Source: an optimization exercise on an open RTL-to-GDS flow (aim: small area). Production flows keep margins and buffers that such runs may drop. At most, simulation tests tie the RTL to the original design; equivalence was not proved. Power is estimated from default activity; no workload was simulated.

## uart_top
module uart_top (
    input clk, rst,
    input tx_start, rx_start,
    input [7:0] tx_data,
    input [16:0] baud,
    input [3:0] length,
    input parity_type, parity_en,
    input stop2,
    output tx_done,rx_done, tx_err, rx_err,
    output [7:0] rx_out
 );
Size in the first run: about 48 I/O pins.
==> module clk_gen, before the edit <==
module clk_gen(
    input clk, rst,
    input [16:0] baud,
    output tx_tick, rx_tick
);
reg [13:0] tx_count;
reg [9:0] rx_count;
reg tx_ph, rx_ph;
wire c4800 = (baud == 17'd4800);
wire c14400 = (baud == 17'd14400);
wire c19200 = (baud == 17'd19200);
wire c38400 = (baud == 17'd38400);
wire c57600 = (baud == 17'd57600);
wire c115200 = (baud == 17'd115200);
wire c128000 = (baud == 17'd128000);
wire c9600 = ~(c4800 | c14400 | c19200 | c38400 | c57600 | c115200 | c128000);
wire tx_wrap = (c4800 & tx_count[5] & tx_count[8] & tx_count[11] & tx_count[13]) |
    (c9600 & tx_count[3] & tx_count[6] & tx_count[7] & tx_count[10] & tx_count[12]) |
    (c14400 & tx_count[9] & tx_count[10] & tx_count[11]) |
    (c19200 & tx_count[2] & tx_count[3] & tx_count[4] & tx_count[7] & tx_count[9] & tx_count[11]) |
    (c38400 & tx_count[1] & tx_count[2] & tx_count[7] & tx_count[8] & tx_count[10]) |
    (c57600 & tx_count[2] & tx_count[4] & tx_count[6] & tx_count[7] & tx_count[8] & tx_count[9]) |
    (c115200 & tx_count[1] & tx_count[5] & tx_count[9]) |
    (c128000 & tx_count[3] & tx_count[4] & tx_count[5] & tx_count[6] & tx_count[7] & tx_count[8]);
wire rx_wrap = (c4800 & rx_count[1] & rx_count[3] & rx_count[7] & rx_count[9]) |
    (c9600 & rx_count[0] & rx_count[2] & rx_count[6] & rx_count[8]) |
    (c14400 & rx_count[3] & rx_count[4] & rx_count[6] & rx_count[7]) |
    (c19200 & rx_count[1] & rx_count[5] & rx_count[7]) |
    (c38400 & rx_count[4] & rx_count[6]) |
    (c57600 & rx_count[0] & rx_count[2] & rx_count[4] & rx_count[5]) |
    (c115200 & rx_count[1] & rx_count[3] & rx_count[4]) |
    (c128000 & rx_count[3] & rx_count[4]);
reg [14:0] tx_c;
reg [10:0] rx_c;
integer i;
always @(*) begin
    tx_c[0] = 1'b1;
    for (i = 0; i < 14; i = i + 1) tx_c[i+1] = tx_c[i] & tx_count[i];
    rx_c[0] = 1'b1;
    for (i = 0; i < 10; i = i + 1) rx_c[i+1] = rx_c[i] & rx_count[i];
end
wire [13:0] tx_inc = tx_count ^ tx_c[13:0];
wire [9:0] rx_inc = rx_count ^ rx_c[9:0];
always @(posedge clk) begin
    if (rst || tx_wrap) tx_count <= 14'd111;
    else                tx_count <= tx_inc;
    if (rst)            tx_ph <= 0;
    else if (tx_wrap)   tx_ph <= ~tx_ph;
end
always @(posedge clk) begin
    if (rst || rx_wrap) rx_count <= 10'd0;
    else                rx_count <= rx_inc;
    if (rst)            rx_ph <= 0;
    else if (rx_wrap)   rx_ph <= ~rx_ph;
end
assign tx_tick = tx_wrap && !tx_ph;
assign rx_tick = rx_wrap && !rx_ph;
endmodule
export LEC_CHECK = 0
export CAP_MARGIN = 20
export CORE_MARGIN = 2
export CORE_UTILIZATION = 40
export PLACE_DENSITY = 0.6
export SLEW_MARGIN = 20
create_clock -name core_clock -period 10.0 [get_ports {clk}]
standard.sh (not shown) runs the stock make flow with config.mk's settings and CLKGATE_MAP_FILE= SYNTH_SCRIPT=/design/flow/synth_recipe.tcl, a recipe that flattens the netlist after the stock synthesis.
==> flow/flow/run.sh <==
#!/bin/bash
# Standard layout (standard synthesis unchanged), with three changes:
#  - every input and output port still gets its own buffer, but a buf_1
#    instead of the flow's default port buffer cell;
#  - clock tree built from clkbuf_4 cells, without dummy loads;
#  - power recovery (downsizing of gates with slack) after global routing.
# The make output goes to standard_flow.log; ORFS keeps each step's log
# under orfs/logs.
set -euo pipefail
export BUFFER_PORTS_ARGS="-buffer_cell sky130_fd_sc_hd__buf_1"
export CTS_ARGS="-sink_clustering_enable -repair_clock_nets -buf_list sky130_fd_sc_hd__clkbuf_4 -sink_clustering_size 32 -sink_clustering_max_diameter 300 -dont_use_dummy_load"
export RECOVER_POWER=100
bash standard.sh > standard_flow.log 2>&1
The starting point finished but failed the layout checks on capacitance limit, slew limit.
Next try:
--- a/flow/design.v
+++ b/flow/design.v
@@ -15,22 +15,22 @@
 wire c115200 = (baud == 17'd115200);
 wire c128000 = (baud == 17'd128000);
 wire c9600 = ~(c4800 | c14400 | c19200 | c38400 | c57600 | c115200 | c128000);
-wire tx_wrap = (c4800 & tx_count[5] & tx_count[8] & tx_count[11] & tx_count[13]) |
-    (c9600 & tx_count[3] & tx_count[6] & tx_count[7] & tx_count[10] & tx_count[12]) |
-    (c14400 & tx_count[9] & tx_count[10] & tx_count[11]) |
-    (c19200 & tx_count[2] & tx_count[3] & tx_count[4] & tx_count[7] & tx_count[9] & tx_count[11]) |
-    (c38400 & tx_count[1] & tx_count[2] & tx_count[7] & tx_count[8] & tx_count[10]) |
-    (c57600 & tx_count[2] & tx_count[4] & tx_count[6] & tx_count[7] & tx_count[8] & tx_count[9]) |
-    (c115200 & tx_count[1] & tx_count[5] & tx_count[9]) |
-    (c128000 & tx_count[3] & tx_count[4] & tx_count[5] & tx_count[6] & tx_count[7] & tx_count[8]);
-wire rx_wrap = (c4800 & rx_count[1] & rx_count[3] & rx_count[7] & rx_count[9]) |
-    (c9600 & rx_count[0] & rx_count[2] & rx_count[6] & rx_count[8]) |
-    (c14400 & rx_count[3] & rx_count[4] & rx_count[6] & rx_count[7]) |
-    (c19200 & rx_count[1] & rx_count[5] & rx_count[7]) |
-    (c38400 & rx_count[4] & rx_count[6]) |
-    (c57600 & rx_count[0] & rx_count[2] & rx_count[4] & rx_count[5]) |
-    (c115200 & rx_count[1] & rx_count[3] & rx_count[4]) |
-    (c128000 & rx_count[3] & rx_count[4]);
+wire tx_wrap = (c4800 & tx_count[6] & tx_count[7] & tx_count[11] & tx_count[13]) |
+    (c9600 & tx_count[3] & tx_count[5] & tx_count[6] & tx_count[10] & tx_count[12]) |
+    (c14400 & tx_count[5] & tx_count[7] & tx_count[8] & tx_count[10] & tx_count[11]) |
+    (c19200 & tx_count[2] & tx_count[3] & tx_count[4] & tx_count[5] & tx_count[9] & tx_count[11]) |
+    (c38400 & tx_count[1] & tx_count[2] & tx_count[5] & tx_count[8] & tx_count[10]) |
+    (c57600 & tx_count[2] & tx_count[4] & tx_count[5] & tx_count[6] & tx_count[8] & tx_count[9]) |
+    (c115200 & tx_count[1] & tx_count[6] & tx_count[7] & tx_count[8]) |
+    (c128000 & tx_count[3] & tx_count[4] & tx_count[7] & tx_count[8]);
+wire rx_wrap = (c4800 & rx_count[1] & rx_count[3] & rx_count[4] & rx_count[7] & rx_count[9]) |
+    (c9600 & rx_count[0] & rx_count[2] & rx_count[4] & rx_count[6] & rx_count[8]) |
+    (c14400 & rx_count[3] & rx_count[5] & rx_count[6] & rx_count[7]) |
+    (c19200 & rx_count[1] & rx_count[4] & rx_count[5] & rx_count[7]) |
+    (c38400 & rx_count[5] & rx_count[6]) |
+    (c57600 & rx_count[0] & rx_count[2] & rx_count[6]) |
+    (c115200 & rx_count[1] & rx_count[3] & rx_count[5]) |
+    (c128000 & rx_count[3] & rx_count[5]);
 reg [14:0] tx_c;
 reg [10:0] rx_c;
 integer i;
@@ -43,13 +43,13 @@
 wire [13:0] tx_inc = tx_count ^ tx_c[13:0];
 wire [9:0] rx_inc = rx_count ^ rx_c[9:0];
 always @(posedge clk) begin
-    if (rst || tx_wrap) tx_count <= 14'd111;
+    if (rst || tx_wrap) tx_count <= 14'd15;
     else                tx_count <= tx_inc;
     if (rst)            tx_ph <= 0;
     else if (tx_wrap)   tx_ph <= ~tx_ph;
 end
 always @(posedge clk) begin
-    if (rst || rx_wrap) rx_count <= 10'd0;
+    if (rst || rx_wrap) rx_count <= 10'd16;
     else                rx_count <= rx_inc;
     if (rst)            rx_ph <= 0;
     else if (rx_wrap)   rx_ph <= ~rx_ph;
=> The changed run completed with no timing, DRC or antenna violations. Final cell count barely changes. Synthesized area is lower slightly. Power is lower slightly. Design area hardly moves. Setup slack improved by 1500 ps. Sequential power barely changes. Clock power hardly moves. Via count is higher slightly. Count of clock-buffer cells in the layout is unchanged. Routed wire length is lower slightly. Critical path depth stays the same. Clock skew hardly moves. Die area is lower slightly. Fmax is higher by a quarter to a third.
For the first run of this note, only the layout was checked, not whether the RTL still works.

-- static timing again, ports no longer ideal --
How much do the figures lean on ideal ports? The routed layouts below were timed once more, with nothing changed but the port constraints.
Step 1: set_driving_cell puts a clkbuf_16 on clk and a buf_2 on each other input, an assumption about the parent block.
Step 2 times the ports against the registers' clock, not the clock port: input delays grow and output delays shrink by t, the midpoint of the rising clock arrivals with the driver on.
Slacks: no drivers / after step 1 / after step 2; pairs: no drivers / after step 1.
run	t (ns)	setup WS [ns]	hold slack, ns	latest minus earliest clock arrival (ns)
the first run	0.425	3.820 / 3.817 / 3.392	0.391 / 0.391 / 0.391	0.040 / 0.041
the second run	0.416	5.323 / 5.329 / 4.913	0.400 / 0.400 / 0.400	0.042 / 0.042
The setup slack of the first run, which loses most, moves by -0.003 ns with the drivers and by -0.428 ns with both steps.
